From an optimization exercise on the open Yosys and OpenROAD flow, aimed at small area; shortcuts taken in it are not production practice. Function was not checked in any run shown here: the RTL went through the layout flow alone. Power figures rest on the tool's default switching activity, not on a simulated workload.

--- design/flow/design.v ---
module prbs_gen (
  input  [15:0] word,
  output [15:0] next_word,
  output        state_zero,
  output [15:0] seed_word
);
  localparam REMAINDER_SIZE = 11;
  localparam [REMAINDER_SIZE:0] CRC_POLYNOMIAL = 'b1010_0000_0001;
  function [15:0] data_of;
    input [REMAINDER_SIZE-1:0] poly_ip;
    reg [REMAINDER_SIZE:0] nCRC;
    integer i;
    begin
      nCRC = {poly_ip, ^(CRC_POLYNOMIAL & {poly_ip, 1'b0})};
      for (i = 1; i < 16; i = i + 1) begin
        data_of[i-1] = nCRC[0];
        nCRC = {nCRC, ^(CRC_POLYNOMIAL & {nCRC[REMAINDER_SIZE-1:0], 1'b0})};
      end
      data_of[15] = nCRC[0];
    end
  endfunction
  wire [31:0] s;
  assign s[4:0]  = 5'b0;
  assign s[16:5] = word[15:4];
  genvar n;
  generate
    for (n = 17; n < 32; n = n + 1) begin : g_seq
      assign s[n] = s[n-11] ^ s[n-9];
    end
  endgenerate
  assign next_word = s[31:16];
  assign state_zero = ~|word[14:4];
  assign seed_word  = data_of(11'b111_1111_1110);
endmodule
`timescale 1ns / 1ps
module pulse_synchronizer(
    input clk,
    input in,
    output outb
    );
logic [1:0] ff_delay;
    always_ff @(posedge clk or posedge in)
      if (in) ff_delay <= 2'b00;
      else ff_delay <= {ff_delay[0],1'b1};
assign outb = ff_delay[1];
endmodule
module timer (
    input  wire        clk,
    input  wire        resetb,
    input  wire        enable,
    input  wire        reset_timer,
    output wire        timer_expires,
    output wire        zero,           
    output wire [16:0] digits          
    );
  localparam [2:0] PH_LAST = 5;
  localparam [2:0] PH_DEC  = 3'd6;
  localparam [2:0] PH_ZERO = 3'd7;
  reg [2:0]  ph;
  reg        h;
  reg [3:0]  t, u, d1, d0;
  wire dec  = (ph == PH_DEC);
  assign zero = (ph == PH_ZERO);
  wire z0 = (d0 == 4'd0);
  wire z1 = (d1 == 4'd0);
  wire z2 = (u == 4'd0);
  wire z3 = (t == 4'd0);
  wire hi_zero = ~h & z3 & z2 & z1;
  wire finished = ~zero & hi_zero & (d0 == {3'b000, dec});
  assign timer_expires = ~zero & hi_zero & z0;
  wire run = enable & ~finished;
  reg [2:0] ph_next;
  always @* begin
    case (ph)
      3'd0: ph_next = 3'd1;
      3'd1: ph_next = 3'd2;
      3'd2: ph_next = 3'd3;
      3'd3: ph_next = 3'd4;
      3'd4: ph_next = 3'd5;
      3'd5: ph_next = PH_DEC;
      default: ph_next = 3'd1;
    endcase
    if (!run) ph_next = (ph[2] & ph[1]) ? 3'd0 : ph;
    if (reset_timer) ph_next = PH_ZERO;
  end
  always @(posedge clk or negedge resetb)
    if (!resetb) ph <= PH_ZERO;
    else ph <= ph_next;
  always @(posedge clk)
    if (zero) begin
      h  <= 1'b1;
      t  <= 4'd8;
      u  <= 4'd0;
      d1 <= 4'd0;
      d0 <= 4'd0;
    end else if (dec) begin
      d0 <= bcd_dec(d0);
      if (z0) d1 <= bcd_dec(d1);
      if (z0 & z1) u <= bcd_dec(u);
      if (z0 & z1 & z2) t <= bcd_dec(t);
      if (z0 & z1 & z2 & z3) h <= 1'b0;
    end
  assign digits = {h, t, u, d1, d0};
  function [3:0] bcd_dec;
    input [3:0] b;
    bcd_dec = {b[3] ? b[0] : ~(b[2] | b[1] | b[0]),
               (b[2] & (b[1] | b[0])) | (b[3] & ~b[0]),
               b[0] ? b[1] : (~b[1] & (b[2] | b[3])),
               ~b[0]};
  endfunction
endmodule
module gameLogic(
    input             clk,
    input             resetb,
    input             first,         
    input             start,
    input             confirmSel,
    input      [15:0] switches,
    output            timer_enable,
    input             timer_expires,
    output            reset_timer,
    output reg [3:0]  correctCode,
    output reg [3:0]  correctLoc,
    output reg        gameStart
    );
 localparam [2:0] PRE0 = 3'd0, PRE1 = 3'd1, RUN1 = 3'd4, RUN = 3'd5, CHK = 3'd6, DONE = 3'd2;
 reg [2:0]  state;
 reg [15:0] breakcode;
 reg [3:0]  pend_code, pend_loc;
 assign reset_timer  = (state == RUN1);
 assign timer_enable = state[2];
 wire pregame = (state == PRE0) | (state == PRE1);
 wire [15:0] next_word;
 wire [15:0] seed_word;
 wire        state_zero;
 prbs_gen i_prbs_gen (.word(breakcode), .next_word(next_word), .state_zero(state_zero),
                      .seed_word(seed_word));
 reg [3:0] loc, found;
 integer i, j;
 always @* begin
   for (j = 0; j < 4; j = j + 1) begin
     loc[j] = (switches[4*j +: 4] == breakcode[4*j +: 4]);
     found[j] = 1'b0;
     for (i = 0; i < 4; i = i + 1)
       found[j] = found[j] | (switches[4*i +: 4] == breakcode[4*j +: 4]);
   end
 end
 always @(posedge clk) begin
   pend_loc  <= thermo(loc);
   pend_code <= thermo(found);
 end
 wire check = (state == CHK) & ~timer_expires;
 always @(posedge clk or negedge resetb)
   if (!resetb) begin
     correctCode <= 4'b0000;
     correctLoc  <= 4'b0000;
     gameStart   <= 1'b0;
     state       <= PRE0;
     breakcode   <= 16'h0000;
   end else begin
     if (pregame & ~start & confirmSel) breakcode <= switches;
     else if ((state == PRE0) & ~start)
       breakcode <= (state_zero & ~first) ? seed_word : next_word;
     if (check) begin
       correctCode <= pend_code;
       correctLoc  <= pend_loc;
     end
     if (check) gameStart <= 1'b1;
     else if (start & (pregame | (state == DONE))) gameStart <= 1'b0;
     case (state)
       PRE0, PRE1:
         if (start) state <= RUN1;
         else if (confirmSel) state <= PRE1;
       RUN1, RUN:
         if (timer_expires) state <= DONE;
         else if (confirmSel) state <= CHK;
         else state <= RUN;
       CHK:
         if (timer_expires | pend_loc[3]) state <= DONE;
         else state <= RUN;
       DONE:
         if (start) state <= RUN1;
       default: state <= PRE0;
     endcase
   end
 function [3:0] thermo;
   input [3:0] v;
   thermo = {&v,
             (v[0] & v[1] & (v[2] | v[3])) | (v[2] & v[3] & (v[0] | v[1])),
             (v[0] & v[1]) | (v[2] & v[3]) | ((v[0] | v[1]) & (v[2] | v[3])),
             |v};
 endfunction
endmodule
module colorLEDDriver(
    input  clk,
    input  resetb,
    input  startgame,
    input  breakcode,
    output reg green,
    output reg red,
    output     blue
    );
    localparam PULSE_COUNT = 6;
    localparam PULSE_CNT_WIDTH = $clog2(PULSE_COUNT);
    reg [PULSE_CNT_WIDTH-1:0] pulse_cnt;
    assign blue = 1'b0;
    always @(posedge clk or negedge resetb)
      if (!resetb) begin
        pulse_cnt <= {PULSE_CNT_WIDTH{1'b0}};
        green <= 1'b0;
        red   <= 1'b0;
      end else if (startgame) begin
        if (pulse_cnt == PULSE_COUNT) begin
          pulse_cnt <= {PULSE_CNT_WIDTH{1'b0}};
          green <= breakcode & ~green;
          red   <= ~breakcode & ~red;
        end else pulse_cnt <= {pulse_cnt[2] ^ (pulse_cnt[1] & pulse_cnt[0]), pulse_cnt[1] ^ pulse_cnt[0], ~pulse_cnt[0]};
      end
endmodule
module eightSegmentLEDdriver (
  input  wire        clk,
  input  wire        resetb,
  input  wire        zero,
  input  wire [16:0] digits,    
  output wire [7:0]  AN,
  output wire [7:0]  COUT
);
    localparam POSITION_CHANGE_CYCLE = 11;
    localparam POSITION_CNT_WIDTH = $clog2(POSITION_CHANGE_CYCLE);
    reg [POSITION_CNT_WIDTH-1:0] change_position_cnt;
    reg [2:0] digit_cnt;
    wire last = (change_position_cnt == POSITION_CHANGE_CYCLE);
    always @(posedge clk or negedge resetb)
      if (!resetb) begin
        change_position_cnt <= {POSITION_CNT_WIDTH{1'b0}};
        digit_cnt <= 3'b000;
      end else begin
        change_position_cnt <= last ? {POSITION_CNT_WIDTH{1'b0}} : inc4(change_position_cnt);
        digit_cnt <= digit_cnt ^ {last & digit_cnt[1] & digit_cnt[0], last & digit_cnt[0], last};
      end
    function [3:0] inc4;
      input [3:0] c;
      inc4 = {c[3] ^ (c[2] & c[1] & c[0]), c[2] ^ (c[1] & c[0]), c[1] ^ c[0], ~c[0]};
    endfunction
    wire [7:0] sel;
    genvar k;
    generate
      for (k = 0; k < 8; k = k + 1) begin : g_sel
        assign sel[k] = (digit_cnt == k);
      end
    endgenerate
    assign AN = ~sel;
    wire [3:0] s = sel[3:0] & {4{~zero}};
    wire [3:0] v;
    assign v[3:1] = ({3{s[0]}} & digits[3:1])  | ({3{s[1]}} & digits[7:5]) |
                    ({3{s[2]}} & digits[11:9]) | ({3{s[3]}} & digits[15:13]);
    assign v[0]   = (s[0] & digits[0])  | (s[1] & digits[4]) | (s[2] & digits[8]) |
                    (s[3] & digits[12]) | (sel[4] & ~zero & digits[16]);
    wire sa = ~v[1] & (v[2] ? ~v[0] : (v[0] & ~v[3]));
    wire sb = v[2] & (v[1] ^ v[0]);
    wire sc = ~v[2] & v[1] & ~v[0];
    wire sd = v[2] ? ~(v[1] ^ v[0]) : (~v[1] & v[0]);
    wire se = v[0] | (v[2] & ~v[1]);
    wire sf = (~v[2] & ~v[3] & (v[1] | v[0])) | (v[1] & v[0]);
    wire sg = (~v[3] & ~v[2] & ~v[1]) | (v[2] & v[1] & v[0]);
    assign COUT = {sa, sb, sc, sd, se, sf, sg, ~sel[2]};
endmodule
`timescale 1ns / 1ps
module breakthecode(
    input clk,
    input reset,
    input confirm,
    input start,
    input [15:0] switches,
    output [3:0] A,
    output [3:0] B,
    output [7:0] AN,
    output [7:0] CN,
    output red,
    output blue,
    output green
    );
wire [16:0] digits;
wire timer_expires;
wire timer_enable;
wire reset_timer;
wire zero;
wire reset_b;
wire confirm_b;
wire start_b;
wire gameStart;
pulse_synchronizer isync_reset   (.clk(clk), .in(reset), .outb (reset_b));
pulse_synchronizer isync_confirm (.clk(clk), .in(confirm), .outb (confirm_b));
pulse_synchronizer isync_start   (.clk(clk), .in(start), .outb (start_b));
timer i_timer (
    .clk           (clk),
    .resetb        (reset_b),
    .enable        (timer_enable),
    .reset_timer   (reset_timer),
    .timer_expires (timer_expires),
    .zero          (zero),
    .digits        (digits)
);
gameLogic i_gameLogic (
     .clk           (clk),
     .resetb        (reset_b),
     .first         (zero),
     .start         (~start_b),
     .confirmSel    (~confirm_b),
     .switches      (switches),
     .timer_enable  (timer_enable),
     .timer_expires (timer_expires),
     .reset_timer   (reset_timer),
     .correctCode   (A),
     .correctLoc    (B),
     .gameStart     (gameStart)
);
eightSegmentLEDdriver i_LEDDriver (
    .clk    (clk),
    .resetb (reset_b),
    .zero   (zero),
    .digits (digits),
    .AN     (AN),
    .COUT   (CN)
);
colorLEDDriver i_colorLEDDriver (
    .clk       (clk),
    .resetb    (reset_b),
    .startgame (gameStart),
    .breakcode (B[3]),
    .green     (green),
    .red       (red),
    .blue      (blue)
);
endmodule
--- design/flow/flow/run.sh ---
#!/bin/bash
# The standard layout (standard.sh), with small port buffers and a clock tree
# of small buffers without dummy loads.
set -euo pipefail
export BUFFER_PORTS_ARGS="-buffer_cell sky130_fd_sc_hd__buf_1"
export CTS_ARGS="-sink_clustering_enable -repair_clock_nets -buf_list sky130_fd_sc_hd__clkbuf_4 -dont_use_dummy_load"
bash standard.sh > standard.log 2>&1
--- design/flow/standard.sh ---
#!/bin/bash
# synth_recipe.tcl (not shown) runs the flow's synth.tcl, then flattens the netlist and writes it again
# the make line also repeats each setting of config.mk as NAME=value (left out here)
make -C /OpenROAD-flow-scripts/flow DESIGN_CONFIG=/design/flow/config.mk WORK_HOME=/design/flow/orfs CLKGATE_MAP_FILE= SYNTH_SCRIPT=/design/flow/synth_recipe.tcl "${@:-finish}"
--- design/flow/config.mk ---
export PLATFORM = sky130hd
export DESIGN_NAME = breakthecode
export DESIGN_NICKNAME = breakthecode
export VERILOG_FILES = /design/flow/design.v
export SDC_FILE = /design/flow/constraint.sdc
export NUM_CORES = 4
export LEC_CHECK = 0
export CAP_MARGIN = 20
export CORE_MARGIN = 2
export CORE_UTILIZATION = 40
export SLEW_MARGIN = 20
--- design/flow/constraint.sdc ---
create_clock -name core_clock -period 10.0 [get_ports {clk}]
set_input_delay 2.0000 -clock core_clock [delete_from_list [all_inputs] [get_ports {clk}]]
set_output_delay 2.0000 -clock core_clock [all_outputs]
set_load 0.01 [all_outputs]
==> summary.md, run 1 <==
| Metric | Value |
|---|---|
| CP max-delay cell | dfstp_2 |
| Total die area | 11,800 um2 |
| Minimum clock period | 4.65 ns |
| Initial Util | 40.8% |
| Final setup fails | 0 |
| First-pass iteration count of the detailed router | 4 |
| Grt ovf | 0 |
| Post-route setup TNS | 0 ns |
| Clock root buffer | clkbuf_4 |
| Crit end category | output pin |
| H-Tree Depth | 3 |
| HPWL after detailed placement | 6700 um |
| RSZ-0062 raised after global routing | false |
| Req. time, crit path | 8.00 ns |
| Post-synthesis xor/xnor area fraction | 16.4% |
| Final period utilization | 46.5% |
| Area Overhead vs Synth | 3.43% |
| Cell with the most instances after synthesis | xnor2_1 |
| Sequential area share after synthesis | 39.5% |
| Leakage | 0.00176 uW |
| Ys async rst share | 66.2% |
| P per Cell Area | 272 nW/um2 |
| Antenna fix cells | 0 |
| Die Ht | 109 um |
| Clock tree buffer depth | 2 |
| Synth Register Bits | 74 |
| Worst slew pin tran | 0.934 ns |
| Status | timing/DRC/antenna clean |
| Synth area leaders | dfrtp_1, xnor2_1, dfxtp_1, xor2_1, o21ai_0 |
| Crit-path max FO | 14 |
| Mapped Cells | 481 |
| Routed Antenna Nets | 0 |
| Hold buffers post-CTS | 0 |
| Row cnt | 38 |
| Clock transition at path regs | 0.10 ns |
| Peak VDD IR | 92.8 uV |
| Layout cells sized above 1 | 7.34% |
| Placed Cells | 608 |
| Core Region | 10,700 um2 |
| Non-filler cells, final | 617 |
| Vias in the first global route | 3,124 |
| Routed WL per cell | 15.0 um |
| Post-synth top flop | dfrtp_1 |
| Cts bufs inserted | 9 |
| GP Congestion | 0.889 |
| Nets | 505 |
| Wirelength, routed | 9240 um |
| GRT Total Usage | 16.7% |
| EDFF count, synth | 0 |
| WS Path Type | flip-flop to output pin |
| Largest net degree at the start of global routing | 44 |
| Global-route wire length before repair | 15,600 um |
| Final Max Tran Viols | 0 |
| Initial antenna violation count | 0 |
| Multiplexer share of the synthesized area | 4.54% |
| Leading area contributor after synthesis | dfrtp_1 |
| Synth Cell Area | 4380 um2 |
| Max-slew headroom | 37.7% |
| IO Count | 47 |
| CTS resizes | 0 |
| DRC | 0 |
| DR vias/cell | 5.36 |
| TritonCTS Sinks | 74 |
| Final-report hold violation count | 0 |
| Clock latency on the worst-skew pair | 0.41 ns |
| CTS tree | built |
| Synth Area per Inst | 9.11 um2 |
| Worst min path class | flip-flop to flip-flop |
| Port Buffers | 45 |
| 1st-iter DRT viols | 212 |
| Max Cap Viol | 0 |
| Synth unique cells | 53 |
| Clock skew | 0.0379 ns |
| Worst-path cell chain | and3_1 -> nor2_1 -> and2_1 -> ha_1 -> o21ai_0 -> buf_1 |
| Die Span X | 109 um |
| Via count | 3,305 |
| Synth Area in Adders | 1.71% |
| Yosys warning count | 5 |
| Largest stage delay, worst path | 0.61 ns |
| Data arrival time of the critical path | 2.65 ns |
| Post-Synth Simple-Gate Area | 18.3% |
| Setup bufs post-CTS | 0 |
| Fmax | 0.215 GHz |
| CP startpoint kind | flip-flop |
| Synth top cells by count | xnor2_1, dfrtp_1, clkbuf_1 |
| Synth top area share | 26.3% |
| Compound-Gate Fraction of Synth Area | 12.2% |
| Combinational family with the most area after synthesis | simple AND/OR/NAND/NOR gates |
-- logic make-up after synthesis --
kind of cell / after synthesis
AND/OR/NAND/NOR: 145
flip-flops: 74
multiplexers: 15
other: 2
AO/OA/AOI/OAI: 85
XOR/XNOR: 82
adder cells (fa/ha/maj): 6
buffers and inverters: 72
-- critical path, delay by kind of cell, from the launching register on --
kind | cells | cell delay, ns
and+or+nand+nor | 3 | 0.98
adders and majority gates | 1 | 0.33
AOI/OAI and AO/OA | 1 | 0.17
buffers and inverters | 1 | 0.17
DFF | 1 | 0.61
-- layout by cell type (no fill, tap or decap), types with 4 or more instances in the layout --
| cell | instances |
|---|---|
| ha_1 | 6 |
| nand2b_1 | 10 |
| nor2b_1 | 4 |
| nand3_1 | 12 |
| and3_1 | 4 |
| nand4_1 | 16 |
| a21o_1 | 5 |
| nor2_1 | 26 |
| nor3_1 | 4 |
| xor2_1 | 20 |
| a22oi_1 | 15 |
| dfxtp_1 | 25 |
| nand3b_1 | 7 |
| mux2_2 | 9 |
| o21ai_0 | 32 |
| inv_1 | 12 |
| xnor2_1 | 62 |
| a21oi_1 | 13 |
| nand2_1 | 31 |
| buf_1 | 45 |
| or2_2 | 4 |
| or4_1 | 4 |
| conb_1 | 4 |
| nor4_1 | 8 |
| dfrtp_1 | 45 |
| clkbuf_4 | 9 |
| o22ai_1 | 7 |
-- area by class of cell --
class | count | area, um2
fillers | 1073 | 6210
multi-input cells | 337 | 2340
flip-flops and latches | 74 | 1730
well taps | 140 | 175
repair buffers | 45 | 169
clock buffers | 9 | 67.6
inverters | 12 | 45.0
-- power by group --
| part | internal (uW) | switching [uW] | total, uW |
|---|---|---|---|
| combinational | 270 | 255 | 525 |
| clock | 41.9 | 89.8 | 132 |
| sequential | 394 | 182 | 576 |
-- registers in the layout, summed over array words and instances, names as in the netlist, 3 cells and up --
register,cells
i_gameLogic.pend_code,4
i_LEDDriver.digit_cnt,3
i_gameLogic.pend_loc,4
i_colorLEDDriver.pulse_cnt,3
i_timer.d1,4
i_gameLogic.correctLoc,4
i_gameLogic.breakcode,16
i_timer.t,4
i_gameLogic.state,3
i_timer.d0,4
i_timer.u,4
i_gameLogic.correctCode,4
i_timer.ph,3
i_LEDDriver.change_position_cnt,4
-- path summary, 6_finish.rpt --
| kind | depth (start not counted) | end | from | slack (ns) |
|---|---|---|---|---|
| worst max-delay path | 6 | CN[4] | i_timer.ph[0]$_DFFE_PN1P_ | 5.35 |
| worst min-delay path | 0 | isync_reset.ff_delay[1]$_DFF_PP0_ | isync_reset.ff_delay[0]$_DFF_PP0_ | 0.36 |
| worst max register to register | 5 | i_gameLogic.correctLoc[2]$_DFFE_PN0P_ | i_timer.u[0]$_SDFFE_PP0P_ | 7.29 |
| worst min register to register | 0 | isync_reset.ff_delay[1]$_DFF_PP0_ | isync_reset.ff_delay[0]$_DFF_PP0_ | 0.36 |
| max in group asynchronous | 2 | isync_confirm.ff_delay[0]$_DFF_PP0_ | confirm | 8.47 |
| min in group asynchronous | 0 | i_LEDDriver.change_position_cnt[3]$_DFF_PN0_ | isync_reset.ff_delay[1]$_DFF_PP0_ | 0.40 |
-- metrics by stage --
stage                     instance area, um2  total power [uW]  hold slack [ns]  setup WS, ns  utilization [%]
final                                   4530              1230            0.355          5.35             42.2
after detailed placement                4470              1100            0.336          5.78             41.6
after global placement                  4470              1090            0.332          5.84             41.6
after CTS                               4530              1240            0.359          5.32             42.2
after floorplan                         4390              1010            0.331          5.92                -
after global routing                    4530              1340            0.370          5.07             42.2
-- routing by layer --
metal / up-vias / track usage, % / share of wire, %
met2: 73 / 26.5 / 45
met3: 13 / 3.77 / 5.3
met1: 1600 / 22.6 / 48
met4: 0 / 5.31 / 1.5
li1: 1619 / - / -
met5: - / 0 / 0
==> run 2: changes to the inputs <==
--- a/design/flow/config.mk
+++ b/design/flow/config.mk
@@ -9,3 +9,3 @@
 export CORE_MARGIN = 2
-export CORE_UTILIZATION = 40
+export CORE_UTILIZATION = 70
 export SLEW_MARGIN = 20
==> run 2 against run 1 <==
  * Setup slack improved by 0.081 ns
  * Critical path depth unchanged
  * Cell count decreased by 11%
  * Highest routed layer unchanged
  * Still clean
  * Register-to-register slack improved by 0.05 ns
  * Clock power decreased by 4%
  * Worst hold slack got worse by 0.0049 ns
  * Sequential power about the same
  * Largest cell class unchanged
  * Routed wire length decreased by 3.9%
  * First-iteration DRC count increased by 3.8%
  * Critical endpoint unchanged
  * Non-clock buffer count unchanged
  * Synthesized cell count unchanged
==> summary.md, run 2 <==
| Metric | Value |
|---|---|
| Final-report hold violation count | 0 (unchanged) |
| Clock tree buffer depth | 2 (unchanged) |
| Routed Antenna Nets | 0 (unchanged) |
| CP startpoint kind | flip-flop (unchanged) |
| Data arrival time of the critical path | 2.57 ns (was 2.65 ns) |
| Yosys warning count | 5 (unchanged) |
| Post-synthesis xor/xnor area fraction | 16.4% (unchanged) |
| Status | timing/DRC/antenna clean (unchanged) |
| CTS resizes | 0 (unchanged) |
| CP Buf/Inv Count | 1 (unchanged) |
| Core Region | 5990 um2 (was 10,700 um2) |
| Multiplexer share of the synthesized area | 4.54% (unchanged) |
| Ys async rst share | 66.2% (unchanged) |
| Cell with the most instances after synthesis | xnor2_1 (unchanged) |
| Area Overhead vs Synth | 1.57% (was 3.43%) |
| WHS | 0.350 ns (was 0.355 ns) |
| GP Congestion | 0.950 (was 0.889) |
| Clock root buffer | clkbuf_4 (unchanged) |
| Compound-Gate Fraction of Synth Area | 12.2% (unchanged) |
| CP delay by family, top | simple AND/OR/NAND/NOR gates (unchanged) |
| Clock skew | 0.0343 ns (was 0.0379 ns) |
| Crit end category | output pin (unchanged) |
| Max-slew headroom | 36.0% (was 37.7%) |
| Synth area leaders | dfrtp_1, xnor2_1, dfxtp_1, xor2_1, o21ai_0 (unchanged) |
| DR vias/cell | 6.10 (was 5.36) |
| Final period utilization | 45.7% (was 46.5%) |
| RSZ-0062 raised after global routing | false (unchanged) |
| Clock latency on the worst-skew pair | 0.40 ns (was 0.41 ns) |
| Largest Register | i_gameLogic.breakcode (unchanged) |
| Crit-path max FO | 14 (unchanged) |
| Initial Util | 73.2% (was 40.8%) |
| H-Tree Depth | 3 (unchanged) |
| Hold path startpoint | isync_start.ff_delay[0]$_DFF_PP0_ (was isync_reset.ff_delay[0]$_DFF_PP0_) |
| Synth Register Bits | 74 (unchanged) |
| Global-route wire length before repair | 15,400 um (was 15,600 um) |
| Final Max Tran Viols | 0 (unchanged) |
| Worst-path cell chain | and3_1 -> nor2_1 -> and2_1 -> ha_1 -> o21ai_0 -> buf_1 (unchanged) |
| Synth top area share | 26.3% (unchanged) |
| Synth Area in Adders | 1.71% (unchanged) |
| Setup bufs post-CTS | 0 (unchanged) |
| Wirelength, routed | 8880 um (was 9240 um) |
| Crit. Startpoint | i_timer.ph[1]$_DFFE_PN1P_ (was i_timer.ph[0]$_DFFE_PN1P_) |
| Routed WL per cell | 16.1 um (was 15.0 um) |
| EDFF count, synth | 0 (unchanged) |
| R2R Setup Slk | 7.34 ns (was 7.29 ns) |
| Post-synth top flop | dfrtp_1 (unchanged) |
| Synth Area per Inst | 9.11 um2 (unchanged) |
| WL met3 | 536 um (was 488 um) |
| CTS tree | built (unchanged) |
| Leading area contributor after synthesis | dfrtp_1 (unchanged) |
| Via count | 3,369 (was 3,305) |
| Worst slew pin tran | 0.960 ns (was 0.934 ns) |
| Sequential area share after synthesis | 39.5% (unchanged) |
| Port Buffers | 45 (unchanged) |
| Leakage | 0.00176 uW (unchanged) |
| GRT Total Usage | 27.5% (was 16.7%) |
| Die Span X | 83.1 um (was 109 um) |
| Peak VDD IR | 181 uV (was 92.8 uV) |
| Most frequent cells in the layout | xnor2_1, dfrtp_1, buf_1, o21ai_0, nand2_1 (unchanged) |
| Total die area | 6910 um2 (was 11,800 um2) |
| Synth Cell Area | 4380 um2 (unchanged) |
| Commonest non-fill, non-tap cell in the layout | xnor2_1 (unchanged) |
| Grt ovf | 0 (unchanged) |
| Row cnt | 28 (was 38) |
| Fmax | 0.219 GHz (was 0.215 GHz) |
| IO Count | 47 (unchanged) |
| HPWL after detailed placement | 6440 um (was 6700 um) |
| M1 wire length | 4030 um (was 4480 um) |
| P per Cell Area | 276 nW/um2 (was 272 nW/um2) |
| Initial antenna violation count | 0 (unchanged) |
| Flip-flop count of the largest register after layout | 16 (unchanged) |
| Largest stage delay, worst path | 0.59 ns (was 0.61 ns) |
| DRC | 0 (unchanged) |
| Worst min path class | flip-flop to flip-flop (unchanged) |
| Post-route cell area | 4450 um2 (was 4530 um2) |
| Clock transition at path regs | 0.12 ns (was 0.10 ns) |
| TritonCTS Sinks | 74 (unchanged) |
| Cts bufs inserted | 9 (unchanged) |
| WS Path Type | flip-flop to output pin (unchanged) |
| Antenna fix cells | 0 (unchanged) |
| Layout cells sized above 1 | 7.34% (unchanged) |
| Post-route setup TNS | 0 ns (unchanged) |
| Synth unique cells | 53 (unchanged) |
| 1st-iter DRT viols | 220 (was 212) |
| Largest net degree at the start of global routing | 44 (unchanged) |
| Post-Synth Simple-Gate Area | 18.3% (unchanged) |
| First-pass iteration count of the detailed router | 5 (was 4) |
| Nets | 505 (unchanged) |
| Metal2 WL | 4180 um (was 4130 um) |
| Hold buffers post-CTS | 0 (unchanged) |
| Worst R2R Start | i_timer.u[0]$_SDFFE_PP0P_ (unchanged) |
| DP Area | 4380 um2 (was 4470 um2) |
| Max Cap Viol | 0 (unchanged) |
| Synth top cells by count | xnor2_1, dfrtp_1, clkbuf_1 (unchanged) |
| Combinational family with the most area after synthesis | simple AND/OR/NAND/NOR gates (unchanged) |
| Req. time, crit path | 8.00 ns (about the same) |
| Uppermost layer routed | met4 (unchanged) |
| Mapped Cells | 481 (unchanged) |
| Vias in the first global route | 3,201 (was 3,124) |
| CP max-delay cell | dfstp_2 (unchanged) |
| Final setup fails | 0 (unchanged) |
| Minimum clock period | 4.57 ns (was 4.65 ns) |
| Die Ht | 83.1 um (was 109 um) |
run 2: kinds of logic after synthesis:
group / Yosys count
adder cells (fa/ha/maj): 6
AND/OR/NAND/NOR: 145
flip-flops: 74
other: 2
multiplexers: 15
XOR/XNOR: 82
AO/OA/AOI/OAI: 85
buffers and inverters: 72
run 2: per-layer routing:
metal / vias to the layer above / track usage [%]
met5: - / 0
li1: 1633 / -
met1: 1608 / 38.5
met3: 18 / 4.97
met4: 0 / 8.20
met2: 110 / 43.8
run 2: area by class of cell:
class	instances	area, um2
multi-input cells	337	2340
flip-flops and latches	74	1730
fillers	465	1540
repair buffers	45	169
well taps	75	93.8
clock buffers	9	67.6
inverters	12	45.0
run 2: report_power, final:
group | switching (uW) | total, uW | internal [uW]
sequential | 182 | 576 | 394
combinational | 256 | 526 | 270
clock | 85.0 | 127 | 41.9
total | 523 | 1230 | 706
run 2: final timing paths:
kind                       cells past startpoint                                    end
max                                            6                                  CN[4]
max reg2reg                                    5  i_gameLogic.correctLoc[1]$_DFFE_PN0P_
min reg2reg                                    0      isync_start.ff_delay[1]$_DFF_PP0_
max in group asynchronous                      2      isync_reset.ff_delay[1]$_DFF_PP0_
min                                            0      isync_start.ff_delay[1]$_DFF_PP0_
min in group asynchronous                      0  i_gameLogic.breakcode[12]$_DFFE_PN0P_
run 2: through the flow:
stage | setup WS [ns] | cells | total power (uW) | util (%)
floorplan | 5.92 | 483 | 1010 | -
global placement | 5.86 | 543 | 1080 | 73.2
detailed placement | 5.82 | 543 | 1100 | 73.2
CTS | 5.40 | 552 | 1230 | 74.3
global route | 5.19 | 552 | 1330 | 74.3
finish | 5.43 | 552 | 1230 | 74.3
run 2: worst reg2reg max path, cell delays in order, from the launching register on:
cell	delay [ns]
dfxtp_1	0.35
or4_4	0.56
or4b_4	0.58
nor3_4	0.21
nand4bb_1	0.43
mux2_2	0.40
==> run 3: changes to the inputs <==
==> design/flow/flow/run.sh (replaced) <==
#!/bin/bash
# The standard layout (standard.sh), with small port buffers and a clock tree
# of small buffers without dummy loads.
set -euo pipefail
export BUFFER_PORTS_ARGS="-buffer_cell sky130_fd_sc_hd__buf_1"
export CTS_ARGS="-sink_clustering_enable -repair_clock_nets -buf_list sky130_fd_sc_hd__clkbuf_8 -dont_use_dummy_load"
bash standard.sh > standard.log 2>&1
--- a/design/flow/config.mk
+++ b/design/flow/config.mk
@@ -9,3 +9,3 @@
 export CORE_MARGIN = 2
-export CORE_UTILIZATION = 70
+export CORE_UTILIZATION = 40
 export SLEW_MARGIN = 20
==> run 3 against run 2 <==
  * Via count fell by 2.1%
  * Count of clock-buffer cells in the layout did not move
  * Flip-flop and latch count did not move
  * Power rose by 3.6%
  * Worst hold slack got worse by 0.0033 ns
==> summary.md, run 3 <==
| Metric | Value |
|---|---|
| Routed WL per cell | 15.0 um (was 16.1 um) |
| WS Path Type | flip-flop to output pin (unchanged) |
| Grt ovf | 0 (unchanged) |
| EDFF count, synth | 0 (unchanged) |
| Synth Area per Inst | 9.11 um2 (unchanged) |
| Clock power frac | 13.5% (was 10.3%) |
| Clock latency on the worst-skew pair | 0.33 ns (was 0.40 ns) |
| Flip-flop count of the largest register after layout | 16 (unchanged) |
| Nets | 505 (unchanged) |
| Synth Register Bits | 74 (unchanged) |
| Sw Share | 41.5% (was 42.6%) |
| Post-route setup TNS | 0 ns (unchanged) |
| First-pass iteration count of the detailed router | 4 (was 5) |
| Via count | 3,299 (was 3,369) |
| Worst slew pin tran | 0.941 ns (was 0.960 ns) |
| Post-synth top flop | dfrtp_1 (unchanged) |
| Req. time, crit path | 8.00 ns (about the same) |
| RSZ-0062 raised after global routing | false (unchanged) |
| FILL cells | 1,064 (was 465) |
| Crit end category | output pin (unchanged) |
| H-Tree Depth | 3 (unchanged) |
| Wirelength, routed | 9250 um (was 8880 um) |
| Post-Route Utilization | 42.7% (was 74.3%) |
| P per Cell Area | 277 nW/um2 (was 276 nW/um2) |
| Synth Area in Adders | 1.71% (unchanged) |
| Hold Path Sink | isync_reset.ff_delay[1]$_DFF_PP0_ (was isync_start.ff_delay[1]$_DFF_PP0_) |
| Final setup fails | 0 (unchanged) |
| Post-synthesis xor/xnor area fraction | 16.4% (unchanged) |
| Combinational family with the most area after synthesis | simple AND/OR/NAND/NOR gates (unchanged) |
| Hold path startpoint | isync_reset.ff_delay[0]$_DFF_PP0_ (was isync_start.ff_delay[0]$_DFF_PP0_) |
| Vias in the first global route | 3,133 (was 3,201) |
| Sequential area share after synthesis | 39.5% (unchanged) |
| Post-Synth Simple-Gate Area | 18.3% (unchanged) |
| HPWL after detailed placement | 6700 um (was 6440 um) |
| Psw | 528 uW (was 523 uW) |
| Final-report hold violation count | 0 (unchanged) |
| CP startpoint kind | flip-flop (unchanged) |
| Antenna fix cells | 0 (unchanged) |
| DRC | 0 (unchanged) |
| Core Region | 10,700 um2 (was 5990 um2) |
| Synth unique cells | 53 (unchanged) |
| GP Congestion | 0.889 (was 0.950) |
| Hold path depth | 0 (unchanged) |
| 1st-iter DRT viols | 186 (was 220) |
| Mapped Cells | 481 (unchanged) |
| Multi-input logic area | 2340 um2 (unchanged) |
| Initial antenna violation count | 0 (unchanged) |
| CTS resizes | 0 (unchanged) |
| Die Ht | 109 um (was 83.1 um) |
| Worst R2R End | i_gameLogic.correctLoc[2]$_DFFE_PN0P_ (was i_gameLogic.correctLoc[1]$_DFFE_PN0P_) |
| Synth top area share | 26.3% (unchanged) |
| Global-route wire length before repair | 15,600 um (was 15,400 um) |
| Status | timing/DRC/antenna clean (unchanged) |
| Final period utilization | 45.9% (was 45.7%) |
| Setup bufs post-CTS | 0 (unchanged) |
| Register Area | 1730 um2 (unchanged) |
| Ys async rst share | 66.2% (unchanged) |
| Max Cap Viol | 0 (unchanged) |
| GRT Total Usage | 16.7% (was 27.5%) |
| Synth top cells by count | xnor2_1, dfrtp_1, clkbuf_1 (unchanged) |
| Initial Util | 40.8% (was 73.2%) |
| Commonest non-fill, non-tap cell in the layout | xnor2_1 (unchanged) |
| Row cnt | 38 (was 28) |
| Layout cells sized above 1 | 7.34% (unchanged) |
| Non-filler cells, final | 617 (was 552) |
| Synth Cell Area | 4380 um2 (unchanged) |
| Placed Cells | 608 (was 543) |
| Compound-Gate Fraction of Synth Area | 12.2% (unchanged) |
| Yosys warning count | 5 (unchanged) |
| Data arrival time of the critical path | 2.59 ns (was 2.57 ns) |
| Largest net degree at the start of global routing | 44 (unchanged) |
| Total die area | 11,800 um2 (was 6910 um2) |
| Largest Register | i_gameLogic.breakcode (unchanged) |
| Routed Antenna Nets | 0 (unchanged) |
| Max-slew headroom | 37.3% (was 36.0%) |
| IO Count | 47 (unchanged) |
| Die Span X | 109 um (was 83.1 um) |
| Cts bufs inserted | 9 (unchanged) |
| Hold buffers post-CTS | 0 (unchanged) |
| Logic pwr share | 41.2% (was 42.8%) |
| Most frequent cells in the layout | xnor2_1, dfrtp_1, buf_1, o21ai_0, nand2_1 (unchanged) |
| Fmax | 0.218 GHz (was 0.219 GHz) |
| Area Overhead vs Synth | 4.71% (was 1.57%) |
| Worst min path class | flip-flop to flip-flop (unchanged) |
| Final Max Tran Viols | 0 (unchanged) |
| Leakage | 0.00178 uW (was 0.00176 uW) |
| Synth area leaders | dfrtp_1, xnor2_1, dfxtp_1, xor2_1, o21ai_0 (unchanged) |
| Reg power frac | 45.3% (was 46.9%) |
| Cell with the most instances after synthesis | xnor2_1 (unchanged) |
| Peak VDD IR | 82.8 uV (was 181 uV) |
| Clock tree buffer depth | 2 (unchanged) |
| Multiplexer share of the synthesized area | 4.54% (unchanged) |
| Clock transition at path regs | 0.07 ns (was 0.12 ns) |
| Worst R2R Start | i_timer.u[0]$_SDFFE_PP0P_ (unchanged) |
| Clock root buffer | clkbuf_8 (was clkbuf_4) |
| Crit-path max FO | 14 (unchanged) |
| R2R cell count | 5 (unchanged) |
| Leading area contributor after synthesis | dfrtp_1 (unchanged) |
| Port Buffers | 45 (unchanged) |
| TritonCTS Sinks | 74 (unchanged) |
| Internal power | 745 uW (was 706 uW) |
| CTS tree | built (unchanged) |
| Clock skew | 0.0245 ns (was 0.0343 ns) |
| R2R Setup Slk | 7.32 ns (was 7.34 ns) |
| DR vias/cell | 5.35 (was 6.10) |
| Minimum clock period | 4.59 ns (was 4.57 ns) |
==> run 3: cell type report <==
type                            count  share of cell area (%)
Multi-Input combinational cell    337                    51.1
Sequential cell                    74                    37.7
Tap cell                          140                    3.82
Timing Repair Buffer               45                    3.68
Clock buffer                        9                    2.70
Inverter                           12                   0.981
==> run 3: power groups by stage <==
stage	registers [uW]	logic (uW)	clock network, uW
final	577	524	172
after CTS	575	527	181
after detailed placement	580	524	0
after floorplan	451	555	0
after global placement	577	508	0
after global routing	596	596	197
==> run 3: kinds of logic (layout without fill, tap and decap cells) <==
family	count (synthesis)	count (layout)
and+or+nand+nor	145	145
adders and majority gates	6	6
DFF	74	74
buffers and inverters	72	66
AOI/OAI and AO/OA	85	85
muxes	15	15
xor gates and xnor gates	82	82
other	2	4
==> run 3: worst max path at each step <==
stage	startpoint	endpoint	slack [ns]	cells past startpoint
floorplan	i_timer.ph[0]$_DFFE_PN1P_	CN[4]	5.92	9
global placement	i_timer.ph[0]$_DFFE_PN1P_	CN[4]	5.84	6
detailed placement	i_timer.ph[0]$_DFFE_PN1P_	CN[4]	5.78	6
CTS	i_timer.ph[0]$_DFFE_PN1P_	CN[4]	5.40	6
global route	i_timer.ph[0]$_DFFE_PN1P_	CN[4]	5.17	6
finish	i_timer.ph[0]$_DFFE_PN1P_	CN[4]	5.41	6
==> run 3: routing by layer <==
| layer | up-vias | part of all wire [%] | global-route usage, % |
|---|---|---|---|
| met3 | 4 | 5.2 | 3.53 |
| met1 | 1607 | 48 | 22.7 |
| li1 | 1620 | - | - |
| met2 | 68 | 46 | 26.6 |
| met5 | - | 0 | 0 |
| met4 | 0 | 0.62 | 5.77 |
==> run 3: critical path, cell delays in order, from the launching register on <==
cell,delay [ns]
dfstp_2,0.60
and3_1,0.58
nor2_1,0.16
and2_1,0.25
ha_1,0.33
o21ai_0,0.17
buf_1,0.17
==> run 3: metrics by stage <==
step           total power, uW  hold WS, ns  worst slack (ns)  area (um2)
2_1_floorplan             1010        0.331              5.92        4390
3_3_place_gp              1090        0.332              5.84        4470
3_5_place_dp              1100        0.336              5.78        4470
4_1_cts                   1280        0.350              5.40        4590
5_1_grt                   1390        0.360              5.17        4590
6_report                  1270        0.347              5.41        4590
==> run 4: changes to the inputs <==
==> design/flow/flow/run.sh (replaced) <==
#!/bin/bash
# The standard layout (standard.sh), with small port buffers, a clock tree of
# small buffers without dummy loads, and non-critical cells downsized after
# global routing.
set -euo pipefail
export BUFFER_PORTS_ARGS="-buffer_cell sky130_fd_sc_hd__buf_1"
export CTS_ARGS="-sink_clustering_enable -repair_clock_nets -buf_list sky130_fd_sc_hd__clkbuf_4 -dont_use_dummy_load"
export RECOVER_POWER=100
bash standard.sh > standard.log 2>&1
==> run 4 against run 3 <==
  * Power is 3.9% lower
  * Sequential share of layout area is 0.67 points higher
  * First-iteration DRC count is 33% higher
  * Critical path type unchanged
  * Maximum frequency fell by 2.8%
  * Register-to-register slack lost 0.36 ns
  * The layout now fails its checks (max-capacitance violations, max-slew violations)
  * Area after synthesis unchanged
  * Clock skew rose by 0.015 ns
==> summary.md, run 4 <==
| Metric | Value |
|---|---|
| Antenna fix cells | 0 (unchanged) |
| P per Cell Area | 272 nW/um2 (was 277 nW/um2) |
| Max-slew headroom | -14.9% (was 37.3%) |
| CP max-delay cell | dfstp_1 (was dfstp_2) |
| Sw Share | 42.7% (was 41.5%) |
| Synth top area share | 26.3% (unchanged) |
| Worst slew pin tran | 1.72 ns (was 0.941 ns) |
| RSZ-0062 raised after global routing | false (unchanged) |
| Synth top cells by count | xnor2_1, dfrtp_1, clkbuf_1 (unchanged) |
| Sequential area share after synthesis | 39.5% (unchanged) |
| Post-synth top flop | dfrtp_1 (unchanged) |
| Largest Register | i_gameLogic.breakcode (unchanged) |
| Hold buffers post-CTS | 0 (unchanged) |
| Row cnt | 38 (unchanged) |
| First-pass iteration count of the detailed router | 5 (was 4) |
| Clock tree buffer depth | 2 (unchanged) |
| Grt ovf | 0 (unchanged) |
| Clock skew | 0.0391 ns (was 0.0245 ns) |
| Global-route wire length before repair | 15,600 um (unchanged) |
| Synth area leaders | dfrtp_1, xnor2_1, dfxtp_1, xor2_1, o21ai_0 (unchanged) |
| Final-report hold violation count | 0 (unchanged) |
| GRT Total Usage | 16.7% (about the same) |
| Port Buffers | 45 (unchanged) |
| Minimum clock period | 4.72 ns (was 4.59 ns) |
| Synth Cell Area | 4380 um2 (unchanged) |
| Largest net degree at the start of global routing | 44 (unchanged) |
| Logic pwr share | 42.4% (was 41.2%) |
| Layout cells sized above 1 | 6.08% (was 7.34%) |
| WS Path Type | flip-flop to output pin (unchanged) |
| Synth unique cells | 53 (unchanged) |
| 1st-iter DRT viols | 248 (was 186) |
| Initial Util | 40.8% (unchanged) |
| IO Count | 47 (unchanged) |
| Synth Register Bits | 74 (unchanged) |
| Commonest non-fill, non-tap cell in the layout | xnor2_1 (unchanged) |
| R2R cell count | 5 (unchanged) |
| Setup bufs post-CTS | 0 (unchanged) |
| CTS resizes | 0 (unchanged) |
| Total die area | 11,800 um2 (unchanged) |
| Cell with the most instances after synthesis | xnor2_1 (unchanged) |
| Clock power frac | 10.8% (was 13.5%) |
| Reg power frac | 46.9% (was 45.3%) |
| CP Buf/Inv Count | 1 (unchanged) |
| Core Region | 10,700 um2 (unchanged) |
| Vias in the first global route | 3,124 (was 3,133) |
| Internal power | 701 uW (was 745 uW) |
| Leakage | 0.00175 uW (was 0.00178 uW) |
| CP delay by family, top | simple AND/OR/NAND/NOR gates (unchanged) |
| Routed Antenna Nets | 0 (unchanged) |
| Mapped Cells | 481 (unchanged) |
| Cts bufs inserted | 9 (unchanged) |
| Hold path depth | 0 (unchanged) |
| Status | complete, but fails checks (was timing/DRC/antenna clean) |
| Peak VDD IR | 91.8 uV (was 82.8 uV) |
| Levels on crit path | 6 (unchanged) |
| Psw | 523 uW (was 528 uW) |
| EDFF count, synth | 0 (unchanged) |
| Flip-flop count of the largest register after layout | 16 (unchanged) |
| Final period utilization | 47.2% (was 45.9%) |
| Ys async rst share | 66.2% (unchanged) |
| Clock latency on the worst-skew pair | 0.41 ns (was 0.33 ns) |
| Crit end category | output pin (unchanged) |
| Largest stage delay, worst path | 0.66 ns (was 0.60 ns) |
| HPWL after detailed placement | 6700 um (unchanged) |
| Wirelength, routed | 9250 um (about the same) |
| CP startpoint kind | flip-flop (unchanged) |
| Die Span X | 109 um (unchanged) |
| TritonCTS Sinks | 74 (unchanged) |
| Via count | 3,302 (was 3,299) |
| Clock root buffer | clkbuf_4 (was clkbuf_8) |
| H-Tree Depth | 3 (unchanged) |
| Violated checks | max-capacitance violations, max-slew violations |
| Nets | 505 (unchanged) |
| CTS tree | built (unchanged) |
| Worst-path cell chain | and3_1 -> nor2_1 -> and2_0 -> ha_1 -> o21ai_0 -> buf_1 (was and3_1 -> nor2_1 -> and2_1 -> ha_1 -> o21ai_0 -> buf_1) |
| Routed WL per cell | 15.0 um (about the same) |
| Most frequent cells in the layout | xnor2_1, dfrtp_1, buf_1, o21ai_0, nand2_1 (unchanged) |
| WHS | 0.355 ns (was 0.347 ns) |
| DRC | 0 (unchanged) |
| Fmax | 0.212 GHz (was 0.218 GHz) |
| Die Ht | 109 um (unchanged) |
| Area Overhead vs Synth | 2.80% (was 4.71%) |
| Clock transition at path regs | 0.10 ns (was 0.07 ns) |
| Initial antenna violation count | 0 (unchanged) |
| Synth Area per Inst | 9.11 um2 (unchanged) |
| Final setup fails | 0 (unchanged) |
| Leading area contributor after synthesis | dfrtp_1 (unchanged) |
| Post-route setup TNS | 0 ns (unchanged) |
| DR vias/cell | 5.35 (about the same) |
| Data arrival time of the critical path | 2.72 ns (was 2.59 ns) |
| Non-filler cells, final | 617 (unchanged) |
| Worst min path class | flip-flop to flip-flop (unchanged) |
| Req. time, crit path | 8.00 ns (about the same) |
| Max Cap Viol | 1 (was 0) |
| Yosys warning count | 5 (unchanged) |
| Final Max Tran Viols | 44 (was 0) |
| Crit-path max FO | 14 (unchanged) |
| Placed Cells | 608 (unchanged) |
| GP Congestion | 0.889 (unchanged) |
## run 4: cell counts after synthesis
No cell type changed its count.
## run 4: cell families after synthesis
family | share of synthesized area (%)
other | 0.171
flip-flops | 39.5
multiplexers | 4.54
adder cells (fa/ha/maj) | 1.71
AND/OR/NAND/NOR | 18.3
XOR/XNOR | 16.4
buffers and inverters | 7.19
AO/OA/AOI/OAI | 12.2
## run 4: worst paths after layout
check	start	end	slack [ns]
worst min-delay path	isync_reset.ff_delay[0]$_DFF_PP0_	isync_reset.ff_delay[1]$_DFF_PP0_	0.36
worst min register to register	isync_reset.ff_delay[0]$_DFF_PP0_	isync_reset.ff_delay[1]$_DFF_PP0_	0.36
worst max register to register	i_timer.u[0]$_SDFFE_PP0P_	i_gameLogic.correctLoc[2]$_DFFE_PN0P_	6.96
max in group asynchronous	isync_reset.ff_delay[1]$_DFF_PP0_	i_gameLogic.state[1]$_DFFE_PN0P_	8.24
worst max-delay path	i_timer.ph[0]$_DFFE_PN1P_	CN[4]	5.28
min in group asynchronous	isync_reset.ff_delay[1]$_DFF_PP0_	i_LEDDriver.change_position_cnt[3]$_DFF_PN0_	0.71
## run 4: through the flow
step | setup slack, ns | total power (uW) | util, % | instance area [um2]
final | 5.28 | 1220 | 41.9 | 4510
after global routing | 5.01 | 1340 | 41.9 | 4510
after CTS | 5.32 | 1240 | 42.2 | 4530
after detailed placement | 5.78 | 1100 | 41.6 | 4470
after global placement | 5.84 | 1090 | 41.6 | 4470
after floorplan | 5.92 | 1010 | - | 4390
## run 4: layer usage
metal / part of all wire, % / GRT usage [%] / up-vias
met3: 5.1 / 3.77 / 9
li1: - / - / 1613
met4: 1.0 / 5.31 / 0
met5: 0 / 0 / -
met2: 45 / 26.5 / 81
met1: 49 / 22.6 / 1599
## run 4: area by class of cell
class / instances / area [um2]
inverters: 12 / 45.0
repair buffers: 45 / 169
clock buffers: 9 / 67.6
multi-input cells: 337 / 2320
fillers: 1076 / 6240
flip-flops and latches: 74 / 1730
well taps: 140 / 175
## run 4: power groups by stage
stage          logic, uW  registers (uW)  clock network, uW
6_report             519             574                132
5_1_grt              590             593                153
4_1_cts              527             574                138
3_5_place_dp         524             580                  0
3_3_place_gp         508             577                  0
2_1_floorplan        555             451                  0
==> run 5: changes to the inputs <==
==> design/flow/flow/run.sh (replaced) <==
#!/bin/bash
# The standard layout (standard.sh) with three changes:
# - synthesis maps with flow/abc_speed.script, ORFS's own ABC script with
#   pin permutation and delay relaxation in &nf and without the buffering and
#   upsizing at its end (the design has several ns of slack);
# - ports get the smallest buffer, sky130_fd_sc_hd__buf_1;
# - the clock tree uses clkbuf_8 and no dummy loads.
set -euo pipefail
here=$(pwd)
cp -r "$FLOW_HOME/scripts" "$here/orfs_scripts"
cp "$here/flow/abc_speed.script" "$here/orfs_scripts/abc_speed.script"
SCRIPTS_DIR="$here/orfs_scripts" bash standard.sh synth > synth.log 2>&1
export BUFFER_PORTS_ARGS="-buffer_cell sky130_fd_sc_hd__buf_1"
export CTS_ARGS="-sink_clustering_enable -repair_clock_nets -buf_list sky130_fd_sc_hd__clkbuf_8 -dont_use_dummy_load"
bash standard.sh > layout.log 2>&1
==> design/flow/flow/abc_speed.script (new file) <==
&get -n
&st
&dch
&nf -R 1000 -p
&st
&syn2
&if -g -K 6
&synch2
&nf -R 1000 -p
&st
&syn2
&if -g -K 6
&synch2
&nf -R 1000 -p
&st
&syn2
&if -g -K 6
&synch2
&nf -R 1000 -p
&st
&syn2
&if -g -K 6
&synch2
&nf -R 1000 -p
&st
&syn2
&if -g -K 6
&synch2
&nf -R 1000 -p
&put
==> run 5 against run 4 <==
  * The run now finishes clean
  * Worst hold slack improved by 0.0017 ns
  * Sequential power barely moved
  * Flip-flop and latch count stayed put
  * Count of clock-buffer cells in the layout unchanged
  * Area after synthesis shrank 6.5%
  * Routed wire length grew 0.12%
  * Power is 2.9% higher
  * Critical path depth is 2 higher
  * Maximum frequency fell by 5.4%
  * Critical path type unchanged
  * Largest power group unchanged
==> summary.md, run 5 <==
| Metric | Value |
|---|---|
| Status | timing/DRC/antenna clean (was complete, but fails checks) |
| Clock root buffer | clkbuf_8 (was clkbuf_4) |
| Synth Area in Adders | 1.83% (was 1.71%) |
| Routed WL per cell | 15.0 um (about the same) |
| Routed Antenna Nets | 0 (unchanged) |
| RSZ-0062 raised after global routing | false (unchanged) |
| Most Used Layer, Global Route | met2 (unchanged) |
| Fmax | 0.200 GHz (was 0.212 GHz) |
| First-pass iteration count of the detailed router | 4 (was 5) |
| Power consumption | 1260 uW (was 1220 uW) |
| Post-synthesis xor/xnor area fraction | 17.3% (was 16.4%) |
| Synth Register Bits | 74 (unchanged) |
| Layout cells sized above 1 | 3.52% (was 6.08%) |
| Area Overhead vs Synth | 9.77% (was 2.80%) |
| Leakage | 0.00169 uW (was 0.00175 uW) |
| Worst R2R Start | i_timer.d1[0]$_SDFFE_PP0P_ (was i_timer.u[0]$_SDFFE_PP0P_) |
| Wirelength, routed | 9260 um (was 9250 um) |
| Crit. Startpoint | i_LEDDriver.digit_cnt[0]$_DFF_PN0_ (was i_timer.ph[0]$_DFFE_PN1P_) |
| Clock latency on the worst-skew pair | 0.36 ns (was 0.41 ns) |
| Hold Path Sink | isync_confirm.ff_delay[1]$_DFF_PP0_ (was isync_reset.ff_delay[1]$_DFF_PP0_) |
| Peak VDD IR | 132 uV (was 91.8 uV) |
| Max Cap Viol | 0 (was 1) |
| CTS tree | built (unchanged) |
| Leading area contributor after synthesis | dfrtp_1 (unchanged) |
| Grt ovf | 0 (unchanged) |
| Most frequent cells in the layout | xnor2_1, dfrtp_1, buf_1, nand2_1, o21ai_0 (was xnor2_1, dfrtp_1, buf_1, o21ai_0, nand2_1) |
| Ys async rst share | 66.2% (unchanged) |
| Synth top area share | 28.1% (was 26.3%) |
| R2R Setup Slk | 7.48 ns (was 6.96 ns) |
| Clock skew | 0.0298 ns (was 0.0391 ns) |
| R2R cell count | 7 (was 5) |
| Final period utilization | 49.9% (was 47.2%) |
| WHS | 0.357 ns (was 0.355 ns) |
| Synth Cell Area | 4100 um2 (was 4380 um2) |
| Multiplexer share of the synthesized area | 4.09% (was 4.54%) |
| Crit end category | output pin (unchanged) |
| Reg power frac | 45.6% (was 46.9%) |
| Crit-path max FO | 16 (was 14) |
| Via count | 3,326 (was 3,302) |
| Post-synth top flop | dfrtp_1 (unchanged) |
| Max-slew headroom | 35.6% (was -14.9%) |
| Grt met3 use | 4.05% (was 3.77%) |
| Data arrival time of the critical path | 2.99 ns (was 2.72 ns) |
| Post-route setup TNS | 0 ns (unchanged) |
| Commonest non-fill, non-tap cell in the layout | xnor2_1 (unchanged) |
| HPWL after detailed placement | 6610 um (was 6700 um) |
| Mapped Cells | 436 (was 481) |
| Setup bufs post-CTS | 0 (unchanged) |
| Psw | 531 uW (was 523 uW) |
| IO Count | 47 (unchanged) |
| Die Ht | 105 um (was 109 um) |
| Req. time, crit path | 8.00 ns (about the same) |
| Die Span X | 105 um (was 109 um) |
| Hold path depth | 0 (unchanged) |
| Cts bufs inserted | 9 (unchanged) |
| EDFF count, synth | 0 (unchanged) |
| CP startpoint kind | flip-flop (unchanged) |
| Compound-Gate Fraction of Synth Area | 13.9% (was 12.2%) |
| Port Buffers | 45 (unchanged) |
| Worst slew pin tran | 0.966 ns (was 1.72 ns) |
| Worst min path class | flip-flop to flip-flop (unchanged) |
| WS Path Type | flip-flop to output pin (unchanged) |
| Hold buffers post-CTS | 0 (unchanged) |
| DRC | 0 (unchanged) |
| Initial Util | 41.5% (was 40.8%) |
| Combinational family with the most area after synthesis | simple AND/OR/NAND/NOR gates (unchanged) |
| Sequential area share after synthesis | 42.2% (was 39.5%) |
| Synth top cells by count | xnor2_1, dfrtp_1, nand2_1 (was xnor2_1, dfrtp_1, clkbuf_1) |
| Global-route wire length before repair | 15,900 um (was 15,600 um) |
| GP Congestion | 0.871 (was 0.889) |
| Core Region | 9860 um2 (was 10,700 um2) |
| Clock tree buffer depth | 2 (unchanged) |
| TritonCTS Sinks | 74 (unchanged) |
| Final setup fails | 0 (unchanged) |
| Total die area | 11,100 um2 (was 11,800 um2) |
| Flip-flop count of the largest register after layout | 16 (unchanged) |
| Internal power | 728 uW (was 701 uW) |
| H-Tree Depth | 3 (unchanged) |
| Sw Share | 42.2% (was 42.7%) |
| Row cnt | 36 (was 38) |
| Final Max Tran Viols | 0 (was 44) |
| Synth unique cells | 42 (was 53) |
| Synth Area per Inst | 9.40 um2 (was 9.11 um2) |
| Yosys warning count | 5 (unchanged) |
| Logic pwr share | 40.0% (was 42.4%) |
| Worst R2R End | i_gameLogic.correctCode[3]$_DFFE_PN0P_ (was i_gameLogic.correctLoc[2]$_DFFE_PN0P_) |
| 1st-iter DRT viols | 190 (was 248) |
| Hold path startpoint | isync_confirm.ff_delay[0]$_DFF_PP0_ (was isync_reset.ff_delay[0]$_DFF_PP0_) |
| CTS resizes | 0 (unchanged) |
| Nets | 511 (was 505) |
| Met1 GRT Util | 23.7% (was 22.6%) |
| Final-report hold violation count | 0 (unchanged) |
| Clock transition at path regs | 0.08 ns (was 0.10 ns) |
| P per Cell Area | 280 nW/um2 (was 272 nW/um2) |
| Initial antenna violation count | 0 (unchanged) |
| Clock power frac | 14.4% (was 10.8%) |
| GRT Total Usage | 17.8% (was 16.7%) |
| Cell with the most instances after synthesis | xnor2_1 (unchanged) |
| Largest net degree at the start of global routing | 44 (unchanged) |
| Synth area leaders | dfrtp_1, xnor2_1, dfxtp_1, o21ai_0, nand2_1 (was dfrtp_1, xnor2_1, dfxtp_1, xor2_1, o21ai_0) |
| Vias in the first global route | 3,218 (was 3,124) |
| Post-Synth Simple-Gate Area | 17.4% (was 18.3%) |
| DR vias/cell | 5.40 (was 5.35) |
| Antenna fix cells | 0 (unchanged) |
| Minimum clock period | 4.99 ns (was 4.72 ns) |
| Met2 Usage GRT | 28.9% (was 26.5%) |
| Largest Register | i_gameLogic.breakcode (unchanged) |
-- run 5: worst max-delay path by stage --
stage | to | cells past startpoint
after floorplan | CN[4] | 8
after global placement | CN[4] | 8
after detailed placement | CN[4] | 8
after CTS | CN[4] | 8
after global routing | CN[4] | 8
final | CN[4] | 8
-- run 5: layout make-up --
cell class                 instances  area, um2
multi-input combinational        341       2250
clock buffer                       9        124
timing repair buffer              46        176
fill                             993       5370
sequential                        74       1730
tap                              133        166
inverter                          13       48.8
-- run 5: metal layers --
metal  up-vias  share of wire (%)
met2        69                 47
met4         0                1.6
met1      1615                 47
li1       1630                  -
met3        12                4.6
met5         -                  0
-- run 5: critical path, cell delays in order (launching register included) --
cell and delay, ns:
dfrtp_1 0.63, mux2_1 0.37, a22oi_1 0.14, nor2_1 0.05, o21ai_0 0.54, clkinv_1 0.23
ha_1 0.33, o21ai_0 0.17, buf_1 0.17
-- run 5: cells by family (layout without fill, tap and decap cells) --
kind of cell / count (synthesis) / in the layout
simple gates: 142 / 142
compound gates: 96 / 96
xor+xnor: 81 / 81
flops: 74 / 74
buf+inv: 23 / 68
mux: 12 / 12
fa+ha+maj: 6 / 6
other cells: 2 / 4
-- run 5: power groups by stage --
stage | combinational, uW | clock, uW | sequential (uW)
after floorplan | 416 | 0 | 532
after global placement | 488 | 0 | 577
after detailed placement | 504 | 0 | 579
after CTS | 506 | 187 | 574
after global routing | 574 | 202 | 595
final | 503 | 181 | 575
-- run 5: per-stage QoR --
step                utilization (%)  instances  area [um2]  worst slack [ns]
finish                         45.6        616        4500              5.01
global route                   45.6        616        4500              4.67
CTS                            45.6        616        4500              4.98
detailed placement             44.3        607        4370              5.37
global placement               44.3        607        4370              5.47
floorplan                         -        438        4100              5.71
==> run 6: changes to the inputs <==
--- a/design/flow/flow/run.sh
+++ b/design/flow/flow/run.sh
@@ -6,3 +6,3 @@
 # - ports get the smallest buffer, sky130_fd_sc_hd__buf_1;
-# - the clock tree uses clkbuf_8 and no dummy loads.
+# - the clock tree uses clkbuf_16, and no dummy loads.
 set -euo pipefail
@@ -13,3 +13,3 @@
 export BUFFER_PORTS_ARGS="-buffer_cell sky130_fd_sc_hd__buf_1"
-export CTS_ARGS="-sink_clustering_enable -repair_clock_nets -buf_list sky130_fd_sc_hd__clkbuf_8 -dont_use_dummy_load"
+export CTS_ARGS="-sink_clustering_enable -repair_clock_nets -buf_list sky130_fd_sc_hd__clkbuf_16 -dont_use_dummy_load"
 bash standard.sh > layout.log 2>&1
--- a/design/flow/flow/abc_speed.script
+++ b/design/flow/flow/abc_speed.script
@@ -30 +30,4 @@
 &put
+topo
+stime -c
+dnsize -c
==> run 6 against run 5 <==
  * Combinational power hardly changed
  * Cell count unchanged
  * Core utilization grew 1.1 points
  * Sequential power hardly changed
  * Largest power group unchanged
  * Power rose by 6.7%
  * Clock power up 46%
  * First-iteration DRC count is 14% higher
  * Critical path type unchanged
  * Highest routed layer unchanged
  * Worst hold slack got worse by 0.021 ns
  * Maximum frequency about the same
  * Non-clock buffer count is the same
  * Critical path depth stayed put
==> summary.md, run 6 <==
| Metric | Value |
|---|---|
| Via count | 3,312 (was 3,326) |
| Row cnt | 36 (unchanged) |
| WS Path Type | flip-flop to output pin (unchanged) |
| Multiplexer share of the synthesized area | 4.09% (unchanged) |
| Clock skew | 0.0224 ns (was 0.0298 ns) |
| Wirelength, routed | 9230 um (was 9260 um) |
| Non-filler cells, final | 616 (unchanged) |
| Nets | 511 (unchanged) |
| Data arrival time of the critical path | 2.99 ns (about the same) |
| Port Buffers | 45 (unchanged) |
| Final-report hold violation count | 0 (unchanged) |
| Synth Cell Area | 4100 um2 (unchanged) |
| Post-synth top flop | dfrtp_1 (unchanged) |
| 1st-iter DRT viols | 217 (was 190) |
| Initial antenna violation count | 0 (unchanged) |
| Synth Area in Adders | 1.83% (unchanged) |
| Worst slew pin tran | 0.831 ns (was 0.966 ns) |
| RSZ-0062 raised after global routing | false (unchanged) |
| Synth area leaders | dfrtp_1, xnor2_1, dfxtp_1, o21ai_0, nand2_1 (unchanged) |
| Combinational family with the most area after synthesis | simple AND/OR/NAND/NOR gates (unchanged) |
| Final Max Tran Viols | 0 (unchanged) |
| Area Overhead vs Synth | 12.3% (was 9.77%) |
| Psw | 537 uW (was 531 uW) |
| Leakage | 0.00174 uW (was 0.00169 uW) |
| Clock root buffer | clkbuf_16 (was clkbuf_8) |
| Core Region | 9860 um2 (unchanged) |
| Yosys warning count | 5 (unchanged) |
| CTS resizes | 0 (unchanged) |
| Layout cells sized above 1 | 3.52% (unchanged) |
| Worst min path class | flip-flop to async pin (was flip-flop to flip-flop) |
| Synth unique cells | 42 (unchanged) |
| GP Congestion | 0.847 (was 0.871) |
| Clock power frac | 19.7% (was 14.4%) |
| CTS tree | built (unchanged) |
| HPWL after detailed placement | 6610 um (about the same) |
| Routed Antenna Nets | 0 (unchanged) |
| Status | timing/DRC/antenna clean (unchanged) |
| Fmax | 0.200 GHz (about the same) |
| Vias in the first global route | 3,117 (was 3,218) |
| Global-route wire length before repair | 15,400 um (was 15,900 um) |
| Final period utilization | 49.9% (about the same) |
| Hold buffers post-CTS | 0 (unchanged) |
| Sequential area share after synthesis | 42.2% (unchanged) |
| CP startpoint kind | flip-flop (unchanged) |
| Clock latency on the worst-skew pair | 0.33 ns (was 0.36 ns) |
| Sw Share | 40.0% (was 42.2%) |
| Commonest non-fill, non-tap cell in the layout | xnor2_1 (unchanged) |
| Clock tree buffer depth | 2 (unchanged) |
| Initial Util | 41.5% (unchanged) |
| EDFF count, synth | 0 (unchanged) |
| TritonCTS Sinks | 74 (unchanged) |
| Grt ovf | 0 (unchanged) |
| Post-synthesis xor/xnor area fraction | 17.3% (unchanged) |
| P per Cell Area | 292 nW/um2 (was 280 nW/um2) |
| Die Ht | 105 um (unchanged) |
| Crit end category | output pin (unchanged) |
| Final setup fails | 0 (unchanged) |
| Reg power frac | 42.8% (was 45.6%) |
| Post-route setup TNS | 0 ns (unchanged) |
| Largest Register | i_gameLogic.breakcode (unchanged) |
| DR vias/cell | 5.38 (was 5.40) |
| Total die area | 11,100 um2 (unchanged) |
| Clock transition at path regs | 0.06 ns (was 0.08 ns) |
| Most frequent cells in the layout | xnor2_1, dfrtp_1, buf_1, nand2_1, o21ai_0 (unchanged) |
| Largest stage delay, worst path | 0.65 ns (was 0.63 ns) |
| Logic pwr share | 37.6% (was 40.0%) |
| Mapped Cells | 436 (unchanged) |
| Minimum clock period | 4.99 ns (about the same) |
| Largest net degree at the start of global routing | 44 (unchanged) |
| Internal power | 806 uW (was 728 uW) |
| Req. time, crit path | 8.00 ns (about the same) |
| Setup bufs post-CTS | 0 (unchanged) |
| Cts bufs inserted | 9 (unchanged) |
| Compound-Gate Fraction of Synth Area | 13.9% (unchanged) |
| Cell with the most instances after synthesis | xnor2_1 (unchanged) |
| Max Cap Viol | 0 (unchanged) |
| Synth Register Bits | 74 (unchanged) |
| Most frequent CP cell | o21ai_0 (unchanged) |
| Peak VDD IR | 122 uV (was 132 uV) |
| Routed WL per cell | 15.0 um (about the same) |
| Placed Cells | 607 (unchanged) |
| Antenna fix cells | 0 (unchanged) |
| Worst-path cell chain | mux2_1 -> a22oi_1 -> nor2_1 -> o21ai_0 -> clkinv_1 -> ha_1 -> o21ai_0 -> buf_1 (unchanged) |
| Max-slew headroom | 44.4% (was 35.6%) |
| Ys async rst share | 66.2% (unchanged) |
| Crit-path max FO | 16 (unchanged) |
| Post-Synth Simple-Gate Area | 17.4% (unchanged) |
| Synth top area share | 28.1% (unchanged) |
| DRC | 0 (unchanged) |
| CP max-delay cell | dfrtp_1 (unchanged) |
| IO Count | 47 (unchanged) |
| Synth Area per Inst | 9.40 um2 (unchanged) |
| First-pass iteration count of the detailed router | 4 (unchanged) |
| Die Span X | 105 um (unchanged) |
| Leading area contributor after synthesis | dfrtp_1 (unchanged) |
| H-Tree Depth | 3 (unchanged) |
| Synth top cells by count | xnor2_1, dfrtp_1, nand2_1 (unchanged) |
| Flip-flop count of the largest register after layout | 16 (unchanged) |
| GRT Total Usage | 17.2% (was 17.8%) |
==> run 6: cell type report <==
cell class	instances	area (um2)
fillers	947	5260
repair buffers	46	176
clock buffers	9	225
well taps	133	166
multi-input cells	341	2250
flip-flops and latches	74	1730
inverters	13	48.8
==> run 6: per-stage QoR <==
step | hold slack, ns | utilization (%) | area [um2] | worst slack [ns] | power [uW]
floorplan | 0.331 | - | 4100 | 5.71 | 948
global placement | 0.340 | 44.3 | 4370 | 5.49 | 1060
detailed placement | 0.337 | 44.3 | 4370 | 5.37 | 1080
CTS | 0.352 | 46.6 | 4600 | 5.01 | 1350
global route | 0.369 | 46.6 | 4600 | 4.75 | 1450
finish | 0.336 | 46.6 | 4600 | 5.01 | 1340
==> run 6: kinds of logic after synthesis <==
| kind of cell | Yosys count |
|---|---|
| adders and majority gates | 6 |
| and+or+nand+nor | 142 |
| buffers and inverters | 23 |
| DFF | 74 |
| muxes | 12 |
| xor gates and xnor gates | 81 |
| AOI/OAI and AO/OA | 96 |
| other | 2 |
==> run 6: path summary, 6_finish.rpt <==
kind | from | to | slack (ns) | cells after the start
setup / recovery | i_LEDDriver.digit_cnt[0]$_DFF_PN0_ | CN[4] | 5.01 | 8
hold reg to reg | isync_reset.ff_delay[1]$_DFF_PP0_ | i_colorLEDDriver.pulse_cnt[0]$_DFFE_PN0P_ | 0.34 | 0
setup reg to reg | i_timer.ph[1]$_DFFE_PN1P_ | i_timer.t[2]$_SDFFE_PP0P_ | 7.50 | 8
hold / removal | isync_reset.ff_delay[1]$_DFF_PP0_ | i_colorLEDDriver.pulse_cnt[0]$_DFFE_PN0P_ | 0.34 | 0
min in group core_clock | isync_reset.ff_delay[0]$_DFF_PP0_ | isync_reset.ff_delay[1]$_DFF_PP0_ | 0.35 | 0
max in group asynchronous | confirm | isync_confirm.ff_delay[1]$_DFF_PP0_ | 8.42 | 2
==> run 6: layer usage <==
layer	wire length (um)	GRT usage, %
met2	4390	27.1
met1	4250	22.8
met5	0	0
met4	151	7.05
met3	437	3.93
==> run 6: critical path: cells and delay by family, from the launching register on <==
kind,cells,cell delay (ns)
mux,1,0.37
flops,1,0.65
simple gates,1,0.05
compound gates,3,0.86
buf+inv,2,0.39
fa+ha+maj,1,0.34
==> run 6: power by group through the flow <==
stage	sequential [uW]	combinational [uW]	clock, uW
floorplan	532	416	0
global placement	574	487	0
detailed placement	577	505	0
CTS	572	507	273
global route	591	569	287
finish	575	504	264

==> static timing again, ports no longer ideal <==
The flow's constraints put no driver on any port. The routed layouts listed below were extracted and timed again, unchanged, in two steps. Step 1: set_driving_cell puts a clkbuf_16 on clk and a buf_2 on each other input, an assumption about the parent block. Step 2 adds t to the input delays and takes it off the output delays; t is the mean of the earliest and latest rising clock arrival at the registers after step 1. Input paths then give back, and output paths get back, about the clock's delay inside the block. a / b / c = no drivers / after step 1 / after step 2; a / b = the first two.
run	shift t [ns]	slack for setup (ns)	worst hold slack (ns)	slew at the worst register clock pin (ns)	worst data-port slew with drivers (ns)
run 1	0.421	5.345 / 5.313 / 5.734	0.355 / 0.355 / 0.355	0.12 / 0.12	0.06
run 2	0.414	5.426 / 5.397 / 5.811	0.350 / 0.350 / 0.350	0.12 / 0.12	0.04
run 3	0.355	5.412 / 5.378 / 5.733	0.347 / 0.347 / 0.347	0.08 / 0.08	0.05
run 4	0.418	5.281 / 5.249 / 5.667	0.355 / 0.355 / 0.355	0.12 / 0.12	0.05
run 5	0.382	5.009 / 4.976 / 5.358	0.357 / 0.357 / 0.357	0.09 / 0.09	0.03
run 6	0.355	5.006 / 4.969 / 5.324	0.336 / 0.336 / 0.336	0.06 / 0.06	0.04
